Background: an optimization exercise with open tools, aiming at small area. Do not read the settings as production practice.
In this exercise RTL edits were held to simulation tests only and were not proved equivalent to the original.
Power figures rest on the tool's default switching activity, not on a simulated workload.

==> run Y <==
==> flow/design.v <==
module ras #(
	parameter DATA_WIDTH = 64,
	parameter DATA_DEPTH = 4
)(
	input  logic                  rst_ni,
	input  logic                  clk_i,
	input  logic                  bp_flush_i,
	input  logic                  ras_push_i,
	input  logic                  ras_pop_i,
	input  logic [DATA_WIDTH-1:0] ras_data_i,
	output logic                  ras_data_vld_o,
	output logic [DATA_WIDTH-1:0] ras_data_o
);
  logic [DATA_DEPTH-1:0] [DATA_WIDTH-1:0] data_d, data_q;
  assign ras_data_o     = data_q[0];
  logic sel_push, sel_pop, sel_hold, sel_in;
  assign sel_push = ras_push_i & ~ras_pop_i;    
  assign sel_pop  = ras_pop_i  & ~ras_push_i;   
  assign sel_hold = ~(sel_push | sel_pop);      
  assign sel_in   = ras_push_i;                 
  ras_sel3 #(.W(DATA_WIDTH)) u_sel_top (
    .sa(sel_in),  .a(ras_data_i),
    .sb(sel_pop), .b(data_q[1]),
    .sc(~ras_push_i & ~ras_pop_i), .c(data_q[0]),
    .y(data_d[0])
  );
  for (genvar i = 1; i < DATA_DEPTH-1; i++) begin : g_mid
    ras_sel3 #(.W(DATA_WIDTH)) u_sel (
      .sa(sel_push), .a(data_q[i-1]),
      .sb(sel_pop),  .b(data_q[i+1]),
      .sc(sel_hold), .c(data_q[i]),
      .y(data_d[i])
    );
  end
  ras_sel2 #(.W(DATA_WIDTH)) u_sel_bottom (
    .sa(sel_push), .sa_n(~sel_push), .a(data_q[DATA_DEPTH-2]),
    .b(data_q[DATA_DEPTH-1]),
    .y(data_d[DATA_DEPTH-1])
  );
  logic       vld_q;
  logic [1:0] below_q;
  assign ras_data_vld_o = vld_q;
  always_ff @(posedge clk_i or negedge rst_ni) begin
    if (~rst_ni)                 vld_q <= 1'b0;
    else if (bp_flush_i)         vld_q <= 1'b0;
    else if (ras_push_i)         vld_q <= 1'b1;
    else if (ras_pop_i)          vld_q <= vld_q & (below_q != 2'd0);
  end
  always_ff @(posedge clk_i) begin
    if (ras_push_i && !vld_q)
      below_q <= 2'd0;
    else if (sel_push && below_q != 2'd3)
      below_q <= below_q + 2'd1;
    else if (sel_pop)
      below_q <= below_q - 2'd1;
  end
  always_ff @(posedge clk_i) begin
    data_q <= data_d;
  end
endmodule
module ras_sel3 #(
	parameter W = 64
)(
	input  logic         sa,
	input  logic [W-1:0] a,
	input  logic         sb,
	input  logic [W-1:0] b,
	input  logic         sc,
	input  logic [W-1:0] c,
	output logic [W-1:0] y
);
  assign y = ({W{sa}} & a) | ({W{sb}} & b) | ({W{sc}} & c);
endmodule
module ras_sel2 #(
	parameter W = 64
)(
	input  logic         sa,
	input  logic         sa_n,
	input  logic [W-1:0] a,
	input  logic [W-1:0] b,
	output logic [W-1:0] y
);
  assign y = ({W{sa_n}} | a) & ({W{sa}} | b);
endmodule
==> flow/flow/run.sh <==
#!/bin/bash
# Standard ORFS layout, with the smallest buffer on the ports, the select
# nets' fanout trees rebuilt from small buffers before repair_design, and a
# clock tree of larger clusters and no dummy loads.
set -euo pipefail
bash standard.sh \
  BUFFER_PORTS_ARGS="-buffer_cell sky130_fd_sc_hd__buf_1" \
  PRE_RESIZE_TCL="$PWD/flow/pre_resize.tcl" \
  CTS_ARGS="-sink_clustering_enable -repair_clock_nets -sink_clustering_size 20 -sink_clustering_max_diameter 200 -buf_list sky130_fd_sc_hd__clkbuf_8 -dont_use_dummy_load" \
  finish > standard.log 2>&1
==> flow/flow/fanout.tcl <==
# Replace the resizer's fanout trees on the high-fanout select nets by a few
# small buffers, each driving the loads of one region of the die.
proc my_rebuffer { max_loads buf_cell {min_loads -1} } {
  set ::my_rebuffered_drivers {}
  if {$min_loads < 0} { set min_loads $max_loads }
  set block [ord::get_db_block]
  # 1. take out every buffer that is not a port buffer
  set bufs {}
  foreach inst [$block getInsts] {
    set m [[$inst getMaster] getName]
    set n [$inst getName]
    if {[regexp {__(buf|clkbuf)_[0-9]+$} $m] && ![string match input* $n] && ![string match output* $n]} {
      lappend bufs $inst
    }
  }
  puts "rebuffer: removing [llength $bufs] buffers"
  foreach inst $bufs {
    set in_net ""; set out_net ""
    foreach it [$inst getITerms] {
      if {[$it isInputSignal]} { set in_net [$it getNet] }
      if {[$it isOutputSignal]} { set out_net [$it getNet] }
    }
    if {$in_net eq "" || $out_net eq "" || $in_net eq "NULL" || $out_net eq "NULL"} continue
    if {[llength [$out_net getBTerms]]} continue
    set moved {}
    foreach it [$out_net getITerms] {
      if {[$it getInst] ne $inst} { lappend moved $it }
    }
    foreach it $moved { $it disconnect; $it connect $in_net }
    odb::dbInst_destroy $inst
    odb::dbNet_destroy $out_net
  }
  # 2. split each high-fanout net's loads into groups by position
  set cnt 0
  foreach net [$block getNets] {
    set sig [$net getSigType]
    if {$sig eq "POWER" || $sig eq "GROUND" || $sig eq "CLOCK"} continue
    set loads {}
    foreach it [$net getITerms] {
      if {[$it isInputSignal]} {
        set inst [$it getInst]
        if {[string match *CLK* [[$it getMTerm] getName]]} { set loads {}; break }
        set loc [$inst getLocation]
        lappend loads [list [lindex $loc 0] [lindex $loc 1] "[$inst getName]/[[$it getMTerm] getName]"]
      }
    }
    set n [llength $loads]
    if {$n <= $min_loads} continue
    set k [expr {int(ceil(double($n) / $max_loads))}]
    # recursive bisection on the wider side
    set groups [list $loads]
    while {[llength $groups] < $k} {
      # split the largest group
      set gi 0; set gm 0
      for {set i 0} {$i < [llength $groups]} {incr i} { if {[llength [lindex $groups $i]] > $gm} { set gm [llength [lindex $groups $i]]; set gi $i } }
      set g [lindex $groups $gi]
      set xs [lsort -integer [lmap l $g {lindex $l 0}]]
      set ys [lsort -integer [lmap l $g {lindex $l 1}]]
      set ax [expr {[lindex $xs end] - [lindex $xs 0] >= [lindex $ys end] - [lindex $ys 0] ? 0 : 1}]
      set g [lsort -integer -index $ax $g]
      set h [expr {[llength $g] / 2}]
      set groups [lreplace $groups $gi $gi [lrange $g 0 [expr {$h-1}]] [lrange $g $h end]]
    }
    foreach g $groups {
      set sx 0; set sy 0
      foreach l $g { set sx [expr {$sx + [lindex $l 0]}]; set sy [expr {$sy + [lindex $l 1]}] }
      set cx [expr {double($sx) / [llength $g] / 1000.0}]
      set cy [expr {double($sy) / [llength $g] / 1000.0}]
      set pins [lmap l $g {get_pins [lindex $l 2]}]
      insert_buffer -buffer_cell $buf_cell -net [get_nets [$net getName]] -load_pins $pins -location [list $cx $cy]
      incr cnt
    }
    puts "rebuffer: net [$net getName] $n loads in $k groups"
    foreach it [$net getITerms] { if {[$it isOutputSignal]} { lappend ::my_rebuffered_drivers [$it getInst] } }
  }
  puts "rebuffer: inserted $cnt buffers"
}

# Size every logic cell the resizer made larger back to its smallest size;
# repair_design afterwards upsizes again whatever then drives too much.
proc my_downsize {} {
  set db [ord::get_db]
  set cnt 0
  foreach inst $::my_rebuffered_drivers {
    set m [[$inst getMaster] getName]
    if {![regexp {^(sky130_fd_sc_hd__[a-z0-9]+)_([0-9]+)$} $m -> base size]} continue
    if {$size <= 1 || [string match *df* $base] || [string match *clk* $base] || [string match *dly* $base]} continue
    set small ""
    foreach s {1 0} { if {[$db findMaster ${base}_$s] ne "NULL"} { set small ${base}_$s; break } }
    if {$small eq ""} continue
    replace_cell [get_cells [$inst getName]] $small
    incr cnt
  }
  puts "downsize: $cnt cells"
}
==> flow/flow/pre_resize.tcl <==
# Before repair_design: rebuild the select nets' fanout trees from small
# buffers and shrink their drivers back.
source [file join [file dirname [info script]] fanout.tcl]
my_rebuffer 100 sky130_fd_sc_hd__buf_4 24
my_downsize
==> flow/standard.sh <==
#!/bin/bash
# synth_recipe.tcl (not shown) runs the flow's synth.tcl, then flattens the netlist and writes it again
# the make line also repeats each setting of config.mk as NAME=value (left out here)
make -C /OpenROAD-flow-scripts/flow DESIGN_CONFIG=/design/flow/config.mk WORK_HOME=/design/flow/orfs CLKGATE_MAP_FILE= SYNTH_SCRIPT=/design/flow/synth_recipe.tcl "${@:-finish}"
==> flow/config.mk <==
export PLATFORM = sky130hd
export DESIGN_NAME = ras
export DESIGN_NICKNAME = ras
export VERILOG_FILES = /design/flow/design.v
export SDC_FILE = /design/flow/constraint.sdc
export NUM_CORES = 4
export LEC_CHECK = 0
export CAP_MARGIN = 20
export CORE_MARGIN = 2
export CORE_UTILIZATION = 48
export SLEW_MARGIN = 20
export SYNTH_HIERARCHICAL = 1
export SYNTH_MINIMUM_KEEP_SIZE = 0
==> flow/constraint.sdc <==
create_clock -name core_clock -period 4.0 [get_ports {clk_i}]
set_input_delay 0.8000 -clock core_clock [delete_from_list [all_inputs] [get_ports {clk_i}]]
set_output_delay 0.8000 -clock core_clock [all_outputs]
set_load 0.01 [all_outputs]
==> run D: changes against run Y <==
==> flow/design.v, changed modules only <==
module ras #(
	parameter DATA_WIDTH = 64,
	parameter DATA_DEPTH = 4
)(
	input  logic                  rst_ni,
	input  logic                  clk_i,
	input  logic                  bp_flush_i,
	input  logic                  ras_push_i,
	input  logic                  ras_pop_i,
	input  logic [DATA_WIDTH-1:0] ras_data_i,
	output logic                  ras_data_vld_o,
	output logic [DATA_WIDTH-1:0] ras_data_o
);
  logic [DATA_DEPTH-1:0] [DATA_WIDTH-1:0] data_d, data_q;
  logic [DATA_DEPTH-1:0] data_vld_d, data_vld_q;
  assign ras_data_vld_o = data_vld_q[0];
  assign ras_data_o     = data_q[0];
  logic sel_push, sel_pop, sel_hold, sel_in;
  assign sel_push = ras_push_i & ~ras_pop_i;    
  assign sel_pop  = ras_pop_i  & ~ras_push_i;   
  assign sel_hold = ~(sel_push | sel_pop);      
  assign sel_in   = ras_push_i;                 
  ras_sel3 #(.W(DATA_WIDTH)) u_sel_top (
    .sa(sel_in),  .a(ras_data_i),
    .sb(sel_pop), .b(data_q[1]),
    .sc(~ras_push_i & ~ras_pop_i), .c(data_q[0]),
    .y(data_d[0])
  );
  for (genvar i = 1; i < DATA_DEPTH-1; i++) begin : g_mid
    ras_sel3 #(.W(DATA_WIDTH)) u_sel (
      .sa(sel_push), .a(data_q[i-1]),
      .sb(sel_pop),  .b(data_q[i+1]),
      .sc(sel_hold), .c(data_q[i]),
      .y(data_d[i])
    );
  end
  ras_sel2 #(.W(DATA_WIDTH)) u_sel_bottom (
    .sa(sel_push), .sa_n(~sel_push), .a(data_q[DATA_DEPTH-2]),
    .b(data_q[DATA_DEPTH-1]),
    .y(data_d[DATA_DEPTH-1])
  );
  always_comb begin
    data_vld_d = data_vld_q;
    if (sel_push) begin
      data_vld_d = {data_vld_q[DATA_DEPTH-2:0], 1'b1};
    end else if (sel_pop) begin
      data_vld_d = {1'b0, data_vld_q[DATA_DEPTH-1:1]};
      data_vld_d[0] = data_vld_q[1] & data_vld_q[0];
    end else begin
      if (ras_push_i) data_vld_d[0] = 1'b1;
      data_vld_d[1] = data_vld_q[1] & data_vld_q[0];
    end
    if (bp_flush_i) data_vld_d[0] = 1'b0;
  end
  always_ff @(posedge clk_i or negedge rst_ni) begin
    if (~rst_ni) data_vld_q[0] <= 1'b0;
    else         data_vld_q[0] <= data_vld_d[0];
  end
  always_ff @(posedge clk_i) begin
    data_vld_q[DATA_DEPTH-1:1] <= data_vld_d[DATA_DEPTH-1:1];
  end
  always_ff @(posedge clk_i) begin
    data_q <= data_d;
  end
endmodule
CORE_UTILIZATION = 55   (was 48)
==> comparison <==
- First-iteration DRC count: run Y is smaller than run D (2.9%).
- Run Y completed with no timing, DRC or antenna violations. Run D went through all stages and came out clean.
- Of run D and run Y, run Y has the higher worst hold slack (gap 4.2 ps).
- Between run Y and run D, the lower final area is in run D (gap about 0.4%, measured against run D).
- Against run D, the worst setup slack of run Y is lower by 95 ps.
- Between run D and run Y, the lower sequential cell count is in run Y (gap 1).
- Between run Y and run D, the lower global-route usage is in run Y (gap 3.7 points).
==> figures <==
item	run Y	run D
Avg Vias per Cell	5.88	6.22
Result of the run	no timing/DRC/antenna violations	no timing/DRC/antenna violations
Dpl hpwl	10800 um	11300 um
Clock power frac	0.206	0.202
Capture instance of the worst register-to-register path	below_q[1]	data_q[122]
Seq. cell area	0.00519 sq mm	0.00523 sq mm
Met2 usage in global routing	0.281	0.335
Mux contribution to synthesized area	0	0.00116
Comb. pwr	810 uW	821 uW
Total met3 wirelength after detailed routing	1010 um	1550 um
Final std cells w/o fill	1154	1107
Non-clock buffering overhead	0.0588	0.0591
Count of multi-input combinational gates	271	267
Adder and majority cell fraction of the synthesized area	0.00386	0.00385

[separate check: timing with driven ports]
How much do the figures lean on ideal ports? The routed layouts below were timed once more, with nothing changed but the port constraints.
Step 1, drivers: a clkbuf_16 drives clk_i and a buf_2 each remaining input, both assumed.
Step 2 adds t to the input delays and takes it off the output delays; t is the mean of the earliest and latest rising clock arrival at the registers after step 1. Input paths then give back, and output paths get back, about the clock's delay inside the block.
Slacks: no drivers / after step 1 / after step 2; pairs: no drivers / after step 1.
run | t (ns) | setup slack, ns | slew at the worst register clock pin (ns)
run Y | 0.536 | 0.667 / 0.682 / 0.146 | 0.12 / 0.12
run D | 0.535 | 0.762 / 0.776 / 0.241 | 0.12 / 0.12
After both steps every run listed still meets setup and hold.
